Context: an optimization exercise on an open-source flow, tuned for small area. The choices shown serve that exercise and are no tape-out recipe. Only simulation tests tie the RTL to the original design; equivalence was not proved. No activity file was given, so power comes from the tool's default toggle rates.

### flow/flow/abc_area.script
strash
&get -n
&fraig -x
&put
scorr
dc2
dretime
strash
dch -f
amap
strash
dch -f
amap
### flow/flow/run.sh
#!/bin/bash
# Own flow: the standard layout (standard.sh) with three changes:
#  - synthesis maps the logic for area (flow/abc_override.tcl, flow/abc_area.script);
#  - the port buffers are buf_1 cells, the smallest buffer;
#  - clock tree synthesis uses small clock buffers and no dummy loads.
# Each tool's output goes to its log under orfs/logs/; make's output to flow_make.log.
set -euo pipefail
here=$(pwd)
export OWN_ABC_SCRIPT="$here/flow/abc_area.script"
{ head -n 1 synth_recipe.tcl; cat flow/abc_override.tcl; tail -n +2 synth_recipe.tcl; } > own_synth.tcl
sed "s#/synth_recipe\.tcl#/own_synth.tcl#g" standard.sh > own_standard.sh
grep -q own_synth.tcl own_standard.sh
bash own_standard.sh \
  "BUFFER_PORTS_ARGS=-buffer_cell sky130_fd_sc_hd__buf_1" \
  "CTS_ARGS=-sink_clustering_enable -repair_clock_nets -dont_use_dummy_load -buf_list {sky130_fd_sc_hd__clkbuf_4}" \
  finish > flow_make.log 2>&1
### flow/standard.sh
#!/bin/bash
# synth_recipe.tcl (not shown) runs the flow's synth.tcl, then flattens the netlist and writes it again
# the make line also repeats each setting of config.mk as NAME=value (left out here)
make -C /OpenROAD-flow-scripts/flow DESIGN_CONFIG=/design/flow/config.mk WORK_HOME=/design/flow/orfs CLKGATE_MAP_FILE= SYNTH_SCRIPT=/design/flow/synth_recipe.tcl "${@:-finish}"
### flow/config.mk
export PLATFORM = sky130hd
export DESIGN_NAME = UART
export DESIGN_NICKNAME = UART
export VERILOG_FILES = /design/flow/design.v
export SDC_FILE = /design/flow/constraint.sdc
export NUM_CORES = 4
export LEC_CHECK = 0
export CAP_MARGIN = 20
export CORE_MARGIN = 2
export CORE_UTILIZATION = 70
export SLEW_MARGIN = 20
### flow/constraint.sdc
create_clock -name core_clock -period 10.0 [get_ports {clk}]
set_input_delay 2.0000 -clock core_clock [delete_from_list [all_inputs] [get_ports {clk}]]
set_output_delay 2.0000 -clock core_clock [all_outputs]
set_load 0.01 [all_outputs]
### flow/design.v
`timescale 1ns / 1ps
module UART(
    input               clk,
    input               rst,
    input               EIGHT,
    input               PEN,
    input               OHEL,
    input               RX,
    input               Write,
    input   [1:0]       Read,
    input   [3:0]       Baud,
    input   [15:0]      OUT_PORT,
    output              TX,
    output              UART_INT,
    output  reg [7:0]   UART_DS
    );
    reg [18:0] k;
    always @(*)
        case(Baud)
            4'd0:  k = 19'd333333;
            4'd1:  k = 19'd83333;
            4'd2:  k = 19'd41667;
            4'd3:  k = 19'd20833;
            4'd4:  k = 19'd10417;
            4'd5:  k = 19'd5208;
            4'd6:  k = 19'd2604;
            4'd7:  k = 19'd1736;
            4'd8:  k = 19'd868;
            4'd9:  k = 19'd434;
            4'd10: k = 19'd217;
            4'd11: k = 19'd109;
            default: k = 19'd0;
        endcase
    reg         TXRDY, tdoit, tld;
    reg  [18:0] tq;              
    reg  [3:0]  tc;              
    reg  [10:0] ts;              
    wire        tbtu  = &(tq | ~k);
    wire        tdone = (tc == 4'd11);
    reg bit_10, bit_9;
    always @(*)
        case({EIGHT,PEN,OHEL})
            3'b000, 3'b001: {bit_10,bit_9} = 2'b11;
            3'b010 : {bit_10,bit_9} = {1'b1,^OUT_PORT[6:0]};
            3'b011 : {bit_10,bit_9} = {1'b1,~^OUT_PORT[6:0]};
            3'b100, 3'b101: {bit_10,bit_9} = {1'b1,OUT_PORT[7]};
            3'b110 : {bit_10,bit_9} = {^OUT_PORT[7:0],OUT_PORT[7]};
            default: {bit_10,bit_9} = {~^OUT_PORT[7:0],OUT_PORT[7]};
        endcase
    always @(posedge clk, posedge rst)
        if(rst) begin
            TXRDY <= 1'b1;
            tdoit <= 1'b0;
            tld   <= 1'b0;
        end else begin
            TXRDY <= tdone | (TXRDY & ~Write);
            tdoit <= Write | (tdoit & ~tdone);
            tld   <= Write;
        end
    always @(posedge clk) begin
        tq <= (tdoit & ~tbtu) ? tq + 19'd1 : 19'd0;
        tc <= ~tdoit ? 4'd0 : tbtu ? tc + 4'd1 : tc;
    end
    always @(posedge clk, posedge rst)
        if(rst)                 ts[0] <= 1'b1;
        else if(tld)            ts[0] <= 1'b1;
        else if(tbtu)           ts[0] <= ts[1];
    always @(posedge clk)
        if(rst)                 ts[10:1] <= 10'h3ff;
        else begin
            if(Write)           ts[10:2] <= {bit_10, bit_9, OUT_PORT[6:0]};
            else if(tld)        ts[10:2] <= ts[10:2];
            else if(tbtu)       ts[10:2] <= {1'b1, ts[10:3]};
            if(tld)             ts[1] <= 1'b0;
            else if(tbtu)       ts[1] <= ts[2];
        end
    assign TX = ts[0];
    reg         ract;
    reg  [18:0] rq;
    reg  [3:0]  rc;
    reg  [9:0]  rsr;
    reg         RXRDY, PERR, FERR, OVF;
    wire        rstart = ract & (rc == 4'd0);
    wire        rbtu  = &(rq | ~{k[18:1], k[0] & ~rstart});
    reg  [3:0]  fx;
    always @(*)
        case({EIGHT,PEN})
            2'b00:   fx = 4'd9;
            2'b11:   fx = 4'd11;
            default: fx = 4'd10;
        endcase
    wire        rdone = (rc == fx);
    always @(posedge clk, posedge rst)
        if(rst) ract <= 1'b0;
        else    ract <= (ract & ~rstart) ? ~rdone : ~RX;
    always @(posedge clk) begin
        rq <= (ract & ~rbtu & ~(rstart & RX)) ? rq + {rstart, ~rstart} : 19'd0;
        rc <= ~ract ? 4'd0 : rbtu ? rc + 4'd1 : rc;
    end
    wire both    = EIGHT & PEN;
    wire neither = ~EIGHT & ~PEN;
    always @(posedge clk, posedge rst)
        if(rst)                  rsr <= 10'd0;
        else if(rbtu & ~rstart)  rsr <= {RX, both ? rsr[9] : RX, neither ? RX : rsr[8], rsr[7:1]};
    wire [9:0] qo = {~both | rsr[9], neither | rsr[8], rsr[7:0]};
    wire pgen   = EIGHT ? qo[7] : 1'b0;
    wire prcv   = EIGHT ? qo[8] : qo[7];
    wire stopb  = ({EIGHT,PEN} == 2'b00) ? qo[7] :
                  ({EIGHT,PEN} == 2'b11) ? qo[9] : qo[8];
    wire perr_s = PEN & (^{qo[6:0], pgen, OHEL, prcv});
    always @(posedge clk, posedge rst)
        if(rst) begin
            RXRDY <= 1'b0;
            PERR  <= 1'b0;
            FERR  <= 1'b0;
            OVF   <= 1'b0;
        end else begin
            RXRDY <= rdone | (RXRDY & ~Read[0]);
            PERR  <= (rdone & perr_s) | (PERR & ~Read[0]);
            FERR  <= (rdone & stopb)  | (FERR & ~Read[0]);
            OVF   <= (rdone & RXRDY)  | (OVF  & ~Read[0]);
        end
    reg ev1, intr;
    always @(posedge clk, posedge rst)
        if(rst) begin
            ev1  <= 1'b1;
            intr <= 1'b0;
        end else begin
            ev1  <= (tdone & ~TXRDY) | (rdone & ~RXRDY);
            intr <= ev1;
        end
    assign UART_INT = intr;
    always @(*)
        if(Read[1])         UART_DS = {3'b000, OVF, FERR, PERR, TXRDY, RXRDY};
        else if(Read[0])    UART_DS = qo[7:0];
        else                UART_DS = 8'd0;
endmodule
### flow/flow/abc_override.tcl
# Technology mapping for area. The standard synthesis hands ABC its speed
# script with buffering and upsizing, and maps adders to half/full-adder
# cells before ABC sees them. Here ABC maps the whole logic, adders included,
# with an area script; everything else in the synthesis is as is, so the
# registers, their names and cell types are the standard synthesis's.
proc extract_fa {args} { puts "own flow: adders left to ABC" }
proc abc {args} {
  set out {}
  for {set i 0} {$i < [llength $args]} {incr i} {
    set a [lindex $args $i]
    if {$a eq "-script"} { incr i; lappend out -script $::env(OWN_ABC_SCRIPT); continue }
    if {$a eq "-D"} { incr i; continue }
    lappend out $a
  }
  # Cells with a stronger one of the same area: leave them out, so that ABC
  # takes the stronger (this changes no area but spares repair buffers).
  foreach c {inv_1 clkinv_1 o21ai_0 and2_0 or2_0 or2_1 a21boi_0 a31o_1 mux2_1
             mux4_1 a21bo_1 and4bb_1 o211a_1 o21ba_1 o221a_1 o311ai_0 or3b_1
             or4b_1} {
    lappend out -dont_use sky130_fd_sc_hd__$c
  }
  yosys abc {*}$out
}
==> results of run 1 <==
==> through the flow <==
step / cell area [um^2] / util (%) / std cells / hold slack [ns] / total power (W)
2_1_floorplan: 3390 / - / 435 / 0.379 / 0.000515
6_report: 3640 / 77.7 / 529 / 0.381 / 0.000688
3_3_place_gp: 3580 / 76.2 / 520 / 0.381 / 0.000551
5_1_grt: 3640 / 77.7 / 529 / 0.399 / 0.000732
4_1_cts: 3640 / 77.7 / 529 / 0.380 / 0.000689
3_5_place_dp: 3580 / 76.2 / 520 / 0.382 / 0.000560
==> sequential cells by signal, summed over array words and instances, names as in the netlist <==
| name | flops |
|---|---|
| ract | 1 |
| tq | 19 |
| PERR | 1 |
| tdoit | 1 |
| TXRDY | 1 |
| rc | 4 |
| tc | 4 |
| rsr | 10 |
| RXRDY | 1 |
| ev1 | 1 |
| rq | 19 |
| ts | 11 |
| tld | 1 |
| FERR | 1 |
| OVF | 1 |
| intr | 1 |
==> worst min-delay path, delay by kind of cell (launching register included) <==
| family | cells | cell delay [ns] |
|---|---|---|
| flip-flops | 1 | 0.32 |
| buffers and inverters | 1 | 0.05 |
| AO/OA/AOI/OAI | 1 | 0.05 |
==> Yosys cell counts <==
master,n
o22a_1,1
a221oi_1,2
nor3_1,32
o21ai_1,24
or3_1,2
o32ai_1,2
a21boi_1,1
a211oi_1,13
nand4_1,2
o221ai_1,3
dfrtp_1,18
nand2_1,25
nand3_1,2
a21oi_1,18
a311oi_1,1
nor3b_1,1
a31oi_1,1
a222oi_1,4
nor4_1,4
o22ai_1,32
o21a_1,1
dfxtp_1,56
and3_1,15
o31ai_1,1
or2_2,1
and2_1,5
nor2b_1,2
inv_2,56
dfstp_2,3
nor2_1,106
a221o_1,1
==> worst min path at each step <==
stage | start | end | cells past startpoint | slack [ns]
finish | ts[1] | ts[0] | 2 | 0.38
global route | ev1 | intr | 0 | 0.40
CTS | ts[1] | ts[0] | 2 | 0.38
detailed placement | ev1 | intr | 0 | 0.38
global placement | ev1 | intr | 0 | 0.38
floorplan | ev1 | intr | 0 | 0.38
==> kinds of logic (layout without fill, tap and decap cells) <==
kind of cell / Yosys count / count (layout) / synth area share, %
AOI/OAI and AO/OA: 105 / 105 / 19.6
buffers and inverters: 56 / 96 / 6.20
DFF: 77 / 77 / 48.7
and+or+nand+nor: 197 / 197 / 25.5
==> cell type report <==
| type | count | area, um^2 |
|---|---|---|
| sequential | 77 | 1650 |
| multi-input combinational | 302 | 1530 |
| fill | 350 | 1050 |
| inverter | 56 | 210 |
| timing repair buffer | 31 | 120 |
| clock buffer | 9 | 67.6 |
| tap | 54 | 67.6 |
==> where the power goes <==
group	internal (W)	total, W	switching (W)
clock network	0.0000419	0.000133	0.0000912
registers	0.000359	0.000396	0.0000369
logic	0.0000630	0.000160	0.0000965
total	0.000464	0.000688	0.000225
==> routing by layer <==
metal	track usage (%)	vias to the layer above	part of all wire, %
li1	-	1605	-
met2	46.4	99	48
met1	33.2	1464	45
met3	7.13	13	5.4
met5	0	-	0
met4	10.1	0	1.8
==> impl_results.md, run 1 <==
- Critical path peak fanout: 8
- FF-to-FF Start: rc[0]
- Vias: 3181
- Worst Reg2Reg Path Length in Cells: 19
- Total number of clock tree sinks: 77
- Crit path depth: 4
- Cell area after synthesis: 3390 um^2
- Worst-margin pin slew: 0.793 ns
- Root Driver: clkbuf_4
- I/O pin cnt: 39
- GPL Wtd Cong: 0.979
- R2r setup slk: 6.49 ns
- Diodes inserted: 0
- Crit end category: output pin
- Final number of setup-violating endpoints: 0
- Startpoint types: input port
- Max incr delay on CP: 0.23 ns
- Crit path kind: in -> out
- Min Tclk post-route: 4.77 ns
- Pre-CTS setup slack: 5.05 ns
- Final layout net count: 506
- Clock Skews: 0.0271 ns
- ANT nets after route: 0
- Status: complete, no violations
- Final critical-path setup slack: 5.23 ns
- Hpwl dp: 5310 um
- Top area cells in the synthesized netlist: dfxtp_1 33%, dfrtp_1 13%, nor2_1 12%, inv_2 6.2%, o22ai_1 5.9%
- Vias in the first global route: 2722
- Reg2reg end: rq[18]
- Leak pwr: 1.47 nW
- CTS tree: done
- Synthesized Nets: 464
- Clock latency (worst-skew pair): 0.42 ns
- DRT Pass-1 Iters: 5
- Core area: 4690 um^2
- Largest net degree at the start of global routing: 31
- DRC viols: 0
- First-pass GRT wire length: 11400 um
- Slowest CP cell: nand2_1
- Post-route setup TNS: 0 ns
- Synth-to-Final Area Change: 7.53%
- Hold WC Path Type: reg -> reg
- Num rows: 25
- Cell Chain, Critical Path: buf_1 -> nand2_1 -> o22ai_1 -> buf_1
- Hold buffers post-CTS: 0
- Yosys top cell by area: dfxtp_1
- Seq/Total Area, Yosys: 48.7%
- Yosys Warn Count: 1
- VDD IR max: 0.000167 V
- Fin. Hold Viols: 0
- Fraction of layout cells with a size suffix above 1: 14.7%
- Most frequent cells in the layout: 106 x nor2_1, 56 x inv_2, 56 x dfxtp_1
- FF+latch count, synth: 77
- 1st-iter DRT viols: 293
- Cell Pwr Density: 189 nW/um^2
- PortBufs: 30
- Die area: 5410 um^2
- Area share of the largest cell type after synthesis: 33.1%
- Achievable Freq: 0.210 GHz
- Die width: 73.6 um
- DIE HEIGHT: 73.6 um
- RSZ-0062 raised after global routing: no
- Total detailed-routing wirelength: 7220 um
- Crit path capture: UART_DS[0]
- Clock transition at path regs: 0.12 ns
- Period utilization: 47.7%
- Most frequent CP cell: buf_1
- Initial antenna violation count: 0
- WL/cell: 13.7 um
- Cell variety after synth: 31
- Max Cap Viol: 0
- CP arrival: 2.77 ns
- Gr ovfl total: 0
- Critical path startpoint: Read[0]
- Avg Synthesized Cell Area: 7.79 um^2
- Gr usage total: 27.3%
- Number of clock buffers inserted by TritonCTS: 9
- DR vias/cell: 6.01
- Delay-heaviest family, CP: buffers and inverters
- Initial Utilization: 72.2%
- Gate Count Post-Synth: 435
- Buffers & Inverters on Critical Path: 2
- Max Buffers Root-to-Sink: 2
- Slew headroom: 46.9%
- Final Max Tran Viols: 0
- Critical Path RT: 8.00 ns
- Most common cell after layout, fill and taps aside: nor2_1
- Number of H-tree levels: 3
- Setup bufs post-CTS: 0
- CTS resizes: 0
==> run 2: changes to the inputs <==
--- a/flow/config.mk
+++ b/flow/config.mk
@@ -9,3 +9,4 @@
 export CORE_MARGIN = 2
 export CORE_UTILIZATION = 70
+export PLACE_DENSITY = 0.85
 export SLEW_MARGIN = 20
==> impl_results.md, run 2 <==
- Switch Pwr: 0.000223 W (was 0.000225 W)
- WL/cell: 13.4 um (was 13.7 um)
- Initial Utilization: 72.2% (unchanged)
- Worst-margin pin slew: 0.838 ns (was 0.793 ns)
- Die area: 5410 um^2 (unchanged)
- Most frequent CP cell: buf_1 (unchanged)
- Hpwl dp: 5270 um (was 5310 um)
- Crit path kind: in -> out (unchanged)
- RSZ-0062 raised after global routing: no (unchanged)
- Gate Count Post-Synth: 435 (unchanged)
- Max Buffers Root-to-Sink: 2 (unchanged)
- Yosys Warn Count: 1 (unchanged)
- Number of clock buffers inserted by TritonCTS: 9 (unchanged)
- Most numerous cell in the Yosys netlist: nor2_1 (unchanged)
- DRT Pass-1 Iters: 5 (unchanged)
- Number of H-tree levels: 3 (unchanged)
- Most frequent cells in the layout: 106 x nor2_1, 56 x inv_2, 56 x dfxtp_1 (unchanged)
- Period utilization: 47.8% (was 47.7%)
- Achievable Freq: 0.209 GHz (was 0.210 GHz)
- Final critical-path setup slack: 5.22 ns (was 5.23 ns)
- Hold WC Path Type: reg -> reg (unchanged)
- ANT nets after route: 0 (unchanged)
- DR vias/cell: 5.98 (was 6.01)
- FF+latch count, synth: 77 (unchanged)
- Diodes inserted: 0 (unchanged)
- Synthesized Nets: 464 (unchanged)
- Die width: 73.6 um (unchanged)
- Final layout net count: 506 (unchanged)
- Seq/Total Area, Yosys: 48.7% (unchanged)
- Cell Chain, Critical Path: buf_1 -> nand2_1 -> o22ai_1 -> buf_1 (unchanged)
- Cell area after synthesis: 3390 um^2 (unchanged)
- CP arrival: 2.78 ns (was 2.77 ns)
- CTS tree: done (unchanged)
- Fraction of layout cells with a size suffix above 1: 14.7% (unchanged)
- DIE HEIGHT: 73.6 um (unchanged)
- Root Driver: clkbuf_4 (unchanged)
- 1st-iter DRT viols: 236 (was 293)
- Hold buffers post-CTS: 0 (unchanged)
- CTS resizes: 0 (unchanged)
- Max Cap Viol: 0 (unchanged)
- Top post-synthesis cells by count: 106 x nor2_1, 56 x dfxtp_1, 56 x inv_2 (unchanged)
- Crit end category: output pin (unchanged)
- Ys flop type: dfxtp_1 (unchanged)
- Critical Path RT: 8.00 ns (about the same)
- GPL Wtd Cong: 0.979 (about the same)
- Async S/R FF share, synth: 27.3% (unchanged)
- Slowest CP cell: nand2_1 (unchanged)
- Part of the power in combinational logic: 22.8% (was 23.2%)
- Slew headroom: 43.6% (was 46.9%)
- I/O pin cnt: 39 (unchanged)
- Area share of the largest cell type after synthesis: 33.1% (unchanged)
- Regs by FF count: rq x19, tq x19, ts x11 (unchanged)
- Critical path peak fanout: 8 (unchanged)
- First-pass GRT wire length: 11700 um (was 11400 um)
- Final number of setup-violating endpoints: 0 (unchanged)
- Clock latency (worst-skew pair): 0.43 ns (was 0.42 ns)
- Final Max Tran Viols: 0 (unchanged)
- P_int: 0.000464 W (about the same)
- Fin Hold WS: 0.402 ns (was 0.381 ns)
- Vias in the first global route: 2812 (was 2722)
- Setup bufs post-CTS: 0 (unchanged)
- Total number of clock tree sinks: 77 (unchanged)
- Most common cell after layout, fill and taps aside: nor2_1 (unchanged)
- Total detailed-routing wirelength: 7100 um (was 7220 um)
- Leak pwr: 1.47 nW (unchanged)
- Footprint of the multi-input gates: 1530 um^2 (unchanged)
- Clock Skews: 0.0305 ns (was 0.0271 ns)
- DRC viols: 0 (unchanged)
- PortBufs: 30 (unchanged)
- Top area cells in the synthesized netlist: dfxtp_1 33%, dfrtp_1 13%, nor2_1 12%, inv_2 6.2%, o22ai_1 5.9% (unchanged)
- Sw Ratio: 32.4% (was 32.6%)
- Vias: 3161 (was 3181)
- Cell Pwr Density: 188 nW/um^2 (was 189 nW/um^2)
- Min Tclk post-route: 4.78 ns (was 4.77 ns)
- Largest net degree at the start of global routing: 31 (unchanged)
- Num rows: 25 (unchanged)
- Fin. Hold Viols: 0 (unchanged)
- Yosys top cell by area: dfxtp_1 (unchanged)
- Gr usage total: 28.0% (was 27.3%)
- Gr ovfl total: 0 (unchanged)
- Cell variety after synth: 31 (unchanged)
- Core area: 4690 um^2 (unchanged)
- Startpoint types: input port (unchanged)
- EDFF count, synth: 0 (unchanged)
- Fillers: 357 (was 350)
- Initial antenna violation count: 0 (unchanged)
- Clock transition at path regs: 0.12 ns (about the same)
- Pre-CTS setup slack: 5.06 ns (was 5.05 ns)
- Sequential Area: 1650 um^2 (unchanged)
- Register share of total power: 57.6% (was 57.5%)
- Post-route setup TNS: 0 ns (unchanged)
- Clock power share: 19.6% (was 19.3%)
- Synth-to-Final Area Change: 7.53% (unchanged)
- R2r setup slk: 6.48 ns (was 6.49 ns)
- Max incr delay on CP: 0.23 ns (about the same)
- VDD IR max: 0.000131 V (was 0.000167 V)
- Status: complete, no violations (unchanged)
- Avg Synthesized Cell Area: 7.79 um^2 (unchanged)
-- run 2: cell counts after synthesis --
Identical to the previous run, type by type.
-- run 2: layout make-up --
| class | instances | area share, % |
|---|---|---|
| timing repair buffer | 31 | 3.30 |
| clock buffer | 9 | 1.85 |
| multi-input combinational | 302 | 41.9 |
| inverter | 56 | 5.77 |
| tap | 54 | 1.85 |
| sequential | 77 | 45.3 |
-- run 2: worst paths after layout --
check	end	from	depth (start not counted)
max	UART_DS[0]	Read[0]	4
min	intr	ev1	0
max reg2reg	rq[18]	rc[0]	19
min reg2reg	intr	ev1	0
max in group asynchronous	TXRDY	rst	2
min in group asynchronous	tld	rst	2
-- run 2: critical path, delay by kind of cell --
| kind | cells | cell delay [ns] |
|---|---|---|
| buffers and inverters | 2 | 0.38 |
| AO/OA/AOI/OAI | 1 | 0.17 |
| AND/OR/NAND/NOR | 1 | 0.23 |
-- run 2: kinds of logic after synthesis --
group           count (synthesis)  share of synthesized area [%]
compound gates                105                           19.6
buf+inv                        56                           6.20
simple gates                  197                           25.5
flops                          77                           48.7
-- run 2: power by group through the flow --
stage                     registers (W)  clock network, W  logic (W)
final                          0.000395          0.000135   0.000156
after global routing           0.000401          0.000147   0.000179
after CTS                      0.000394          0.000136   0.000156
after detailed placement       0.000401                 0   0.000156
after global placement         0.000399                 0   0.000150
after floorplan                0.000392                 0   0.000123
-- run 2: per-stage QoR --
step,area (um^2),utilization [%],instances,total power (W)
3_3_place_gp,3580,76.2,520,0.000549
4_1_cts,3640,77.7,529,0.000687
3_5_place_dp,3580,76.2,520,0.000557
6_report,3640,77.7,529,0.000686
2_1_floorplan,3390,-,435,0.000515
5_1_grt,3640,77.7,529,0.000728
-- run 2: per-layer routing --
metal,wire length [um],GRT usage (%),vias to the layer above
li1,-,-,1616
met1,3230,33.5,1430
met2,3350,48.4,97
met3,354,5.90,18
met4,163,12.3,0
met5,0,0,-
==> run 3: changes to the inputs <==
--- a/flow/design.v
+++ b/flow/design.v
@@ -100,13 +100,17 @@
     wire both    = EIGHT & PEN;
     wire neither = ~EIGHT & ~PEN;
+    reg rpar;
     always @(posedge clk, posedge rst)
-        if(rst)                  rsr <= 10'd0;
-        else if(rbtu & ~rstart)  rsr <= {RX, both ? rsr[9] : RX, neither ? RX : rsr[8], rsr[7:1]};
+        if(rst) begin
+            rsr  <= 10'd0;
+            rpar <= 1'b0;
+        end else if(rbtu & ~rstart) begin
+            rsr  <= {RX, both ? rsr[9] : RX, neither ? RX : rsr[8], rsr[7:1]};
+            rpar <= rpar ^ rsr[0] ^ (both ? rsr[9] : rsr[8]);
+        end
     wire [9:0] qo = {~both | rsr[9], neither | rsr[8], rsr[7:0]};
-    wire pgen   = EIGHT ? qo[7] : 1'b0;
-    wire prcv   = EIGHT ? qo[8] : qo[7];
     wire stopb  = ({EIGHT,PEN} == 2'b00) ? qo[7] :
                   ({EIGHT,PEN} == 2'b11) ? qo[9] : qo[8];
-    wire perr_s = PEN & (^{qo[6:0], pgen, OHEL, prcv});
+    wire perr_s = PEN & (rpar ^ OHEL);
     always @(posedge clk, posedge rst)
         if(rst) begin
--- a/flow/config.mk
+++ b/flow/config.mk
@@ -9,4 +9,3 @@
 export CORE_MARGIN = 2
 export CORE_UTILIZATION = 70
-export PLACE_DENSITY = 0.85
 export SLEW_MARGIN = 20
==> impl_results.md, run 3 <==
- Status: complete, no violations (unchanged)
- DRC viols: 0 (unchanged)
- Cell variety after synth: 28 (was 31)
- Max incr delay on CP: 0.66 ns (was 0.23 ns)
- Top area cells in the synthesized netlist: dfxtp_1 33%, dfrtp_1 14%, nor2_1 10%, o22ai_1 6.3%, inv_2 6.1% (was dfxtp_1 33%, dfrtp_1 13%, nor2_1 12%, inv_2 6.2%, o22ai_1 5.9%)
- 1st-iter DRT viols: 148 (was 236)
- Max Cap Viol: 0 (unchanged)
- Cell area after synthesis: 3380 um^2 (was 3390 um^2)
- Critical path peak fanout: 12 (was 8)
- Startpoint types: input port (unchanged)
- Diodes inserted: 0 (unchanged)
- DR vias/cell: 5.97 (was 5.98)
- Hold WC Path Type: reg -> reg (unchanged)
- FF+latch count, synth: 78 (was 77)
- Final number of setup-violating endpoints: 0 (unchanged)
- Final Max Tran Viols: 0 (unchanged)
- Die area: 5400 um^2 (was 5410 um^2)
- Most frequent CP cell: nor2_1 (was buf_1)
- Total power: 0.000659 W (was 0.000686 W)
- Post-route setup TNS: 0 ns (unchanged)
- Gr ovfl total: 0 (unchanged)
- Slew headroom: 46.3% (was 43.6%)
- Total detailed-routing wirelength: 6880 um (was 7100 um)
- Initial Utilization: 72.0% (was 72.2%)
- Period utilization: 48.9% (was 47.8%)
- Core area: 4690 um^2 (unchanged)
- Crit path kind: in -> reg (was in -> out)
- Slowest CP cell: nor2_1 (was nand2_1)
- Synth-to-Final Area Change: 7.56% (was 7.53%)
- CP arrival: 5.23 ns (was 2.78 ns)
- Vias in the first global route: 2719 (was 2812)
- Most numerous cell in the Yosys netlist: nor2_1 (unchanged)
- Cell Pwr Density: 181 nW/um^2 (was 188 nW/um^2)
- Cell Chain, Critical Path: buf_1 -> nor2_1 -> a21oi_1 -> nor3_1 -> a211oi_1 -> o22ai_1 -> nor4_1 -> o21ai_1 -> nor3_1 -> o211ai_1 -> nor2_1 -> inv_2 -> a211oi_1 -> nor2_1 -> a21oi_1 (was buf_1 -> nand2_1 -> o22ai_1 -> buf_1)
- Hold buffers post-CTS: 0 (unchanged)
- Yosys Warn Count: 1 (unchanged)
- Root Driver: clkbuf_4 (unchanged)
- Fin. Hold Viols: 0 (unchanged)
- Gr usage total: 28.0% (about the same)
- Top post-synthesis cells by count: 92 x nor2_1, 56 x dfxtp_1, 55 x inv_2 (was 106 x nor2_1, 56 x dfxtp_1, 56 x inv_2)
- Regs by FF count: rq x19, tq x19, ts x11 (unchanged)
- Leak pwr: 1.53 nW (was 1.47 nW)
- Ys flop type: dfxtp_1 (unchanged)
- Vias: 3082 (was 3161)
- RSZ-0062 raised after global routing: no (unchanged)
- CTS tree: done (unchanged)
- Largest net degree at the start of global routing: 32 (was 31)
- Die width: 73.5 um (was 73.6 um)
- Crit end category: flip-flop (was output pin)
- Clock Skews: 0.0256 ns (was 0.0305 ns)
- First-pass GRT wire length: 11700 um (about the same)
- Clock latency (worst-skew pair): 0.41 ns (was 0.43 ns)
- Clock transition at path regs: 0.11 ns (was 0.12 ns)
- Area share of the largest cell type after synthesis: 33.2% (was 33.1%)
- Initial antenna violation count: 0 (unchanged)
- DIE HEIGHT: 73.5 um (was 73.6 um)
- VDD IR max: 0.000133 V (was 0.000131 V)
- Max Buffers Root-to-Sink: 2 (unchanged)
- WL/cell: 13.3 um (was 13.4 um)
- EDFF count, synth: 0 (unchanged)
- DRT Pass-1 Iters: 4 (was 5)
- PortBufs: 30 (unchanged)
- GPL Wtd Cong: 0.888 (was 0.979)
- Gate Count Post-Synth: 422 (was 435)
- Most common cell after layout, fill and taps aside: nor2_1 (unchanged)
- Setup bufs post-CTS: 0 (unchanged)
- CTS resizes: 0 (unchanged)
- Avg Synthesized Cell Area: 8.01 um^2 (was 7.79 um^2)
- Achievable Freq: 0.205 GHz (was 0.209 GHz)
- Seq/Total Area, Yosys: 49.6% (was 48.7%)
- ANT nets after route: 0 (unchanged)
- Num rows: 25 (unchanged)
- Number of H-tree levels: 3 (unchanged)
- Most frequent cells in the layout: 92 x nor2_1, 56 x dfxtp_1, 55 x inv_2 (was 106 x nor2_1, 56 x inv_2, 56 x dfxtp_1)
- Synthesized Nets: 451 (was 464)
- Final layout net count: 493 (was 506)
- Yosys top cell by area: dfxtp_1 (unchanged)
- Min Tclk post-route: 4.89 ns (was 4.78 ns)
- Number of clock buffers inserted by TritonCTS: 9 (unchanged)
- Hpwl dp: 5200 um (was 5270 um)
- Worst-margin pin slew: 0.803 ns (was 0.838 ns)
- I/O pin cnt: 39 (unchanged)
- Total number of clock tree sinks: 78 (was 77)
- Async S/R FF share, synth: 28.2% (was 27.3%)
- Fraction of layout cells with a size suffix above 1: 14.9% (was 14.7%)
- Critical Path RT: 10.34 ns (was 8.00 ns)
## run 3: cell types whose count changed after synthesis, sizes merged, moves of 2 or more
cell	previous run	this run
nor2	106	92
and3	15	21
o221ai	3	9
a222oi	4	0
a211oi	13	10
nand2	25	22
o21ai	24	21
a22oi	0	2
nand4	2	0
nor3	32	34
o2111ai	0	2
o22ai	32	34
or3	2	0
## run 3: metal layers
metal	part of all wire [%]	global-route usage, %	wire length (um)
met5	0	0	0
met4	1.7	11.7	118
met3	4.3	4.53	296
met2	46	43.7	3160
met1	48	38.7	3300
## run 3: area by class of cell
class	instances	area, um^2
sequential	78	1680
multi-input combinational	289	1500
fill	356	1060
inverter	55	206
timing repair buffer	31	120
clock buffer	9	67.6
tap	54	67.6
## run 3: metrics by stage
| stage | hold slack, ns | setup slack, ns | cell area [um^2] | cells | utilization (%) |
|---|---|---|---|---|---|
| 2_1_floorplan | 0.379 | 5.57 | 3380 | 422 | - |
| 3_3_place_gp | 0.382 | 4.81 | 3560 | 506 | 75.8 |
| 3_5_place_dp | 0.392 | 4.70 | 3570 | 507 | 76.0 |
| 4_1_cts | 0.402 | 5.13 | 3630 | 516 | 77.4 |
| 5_1_grt | 0.428 | 4.74 | 3630 | 516 | 77.4 |
| 6_report | 0.399 | 5.11 | 3630 | 516 | 77.4 |
## run 3: path summary, 6_finish.rpt
kind | depth (start not counted) | slack, ns | from | to
hold / removal | 2 | 0.40 | ts[1] | ts[0]
max in group asynchronous | 2 | 7.96 | rst | intr
setup / recovery | 15 | 5.11 | Baud[0] | rpar
min in group asynchronous | 2 | 1.64 | rst | PERR
hold reg to reg | 2 | 0.40 | ts[1] | ts[0]
setup reg to reg | 18 | 6.53 | rc[0] | rq[18]
## run 3: worst max-delay path, delay by kind of cell
kind / cells / cell delay [ns]
simple gates: 6 / 1.25
compound gates: 7 / 1.45
buf+inv: 2 / 0.52
## run 3: logic make-up (layout without fill, tap and decap cells)
kind of cell | Yosys count | after routing | synth area share (%)
AO/OA/AOI/OAI | 105 | 105 | 19.9
AND/OR/NAND/NOR | 183 | 183 | 24.1
XOR/XNOR | 1 | 1 | 0.259
flip-flops | 78 | 78 | 49.6
buffers and inverters | 55 | 95 | 6.11
## run 3: report_power, final
part           switching (W)  internal [W]  total, W
combinational      0.0000799     0.0000549  0.000135
sequential         0.0000335      0.000361  0.000394
clock              0.0000884     0.0000419  0.000130

-- static timing again, ports no longer ideal --
Ports are ideal in the flow. The routed layouts listed here were re-timed in OpenROAD. Step 1: set_driving_cell puts a clkbuf_16 on clk and a buf_2 on each other input, an assumption about the parent block. Step 2 times the ports against the registers' clock, not the clock port: input delays grow and output delays shrink by t, the midpoint of the rising clock arrivals with the driver on. Slacks: ideal ports / drivers / drivers and shift; pairs: ideal ports / drivers.
run	t (ns)	setup slack, ns	hold WS [ns]	worst setup path at the end	worst slew at a driven data input, ns
run 1	0.436	5.233 / 5.205 / 5.007	0.381 / 0.381 / 0.381	input to register	0.03
run 2	0.439	5.216 / 5.194 / 5.019	0.402 / 0.402 / 0.402	input to register	0.03
run 3	0.425	5.114 / 5.118 / 4.692	0.399 / 0.399 / 0.399	input to register	0.03
After both steps every run listed still meets setup and hold. For run 3, which loses most, drivers alone change the setup slack by +0.004 ns; drivers and shift together by -0.422 ns.
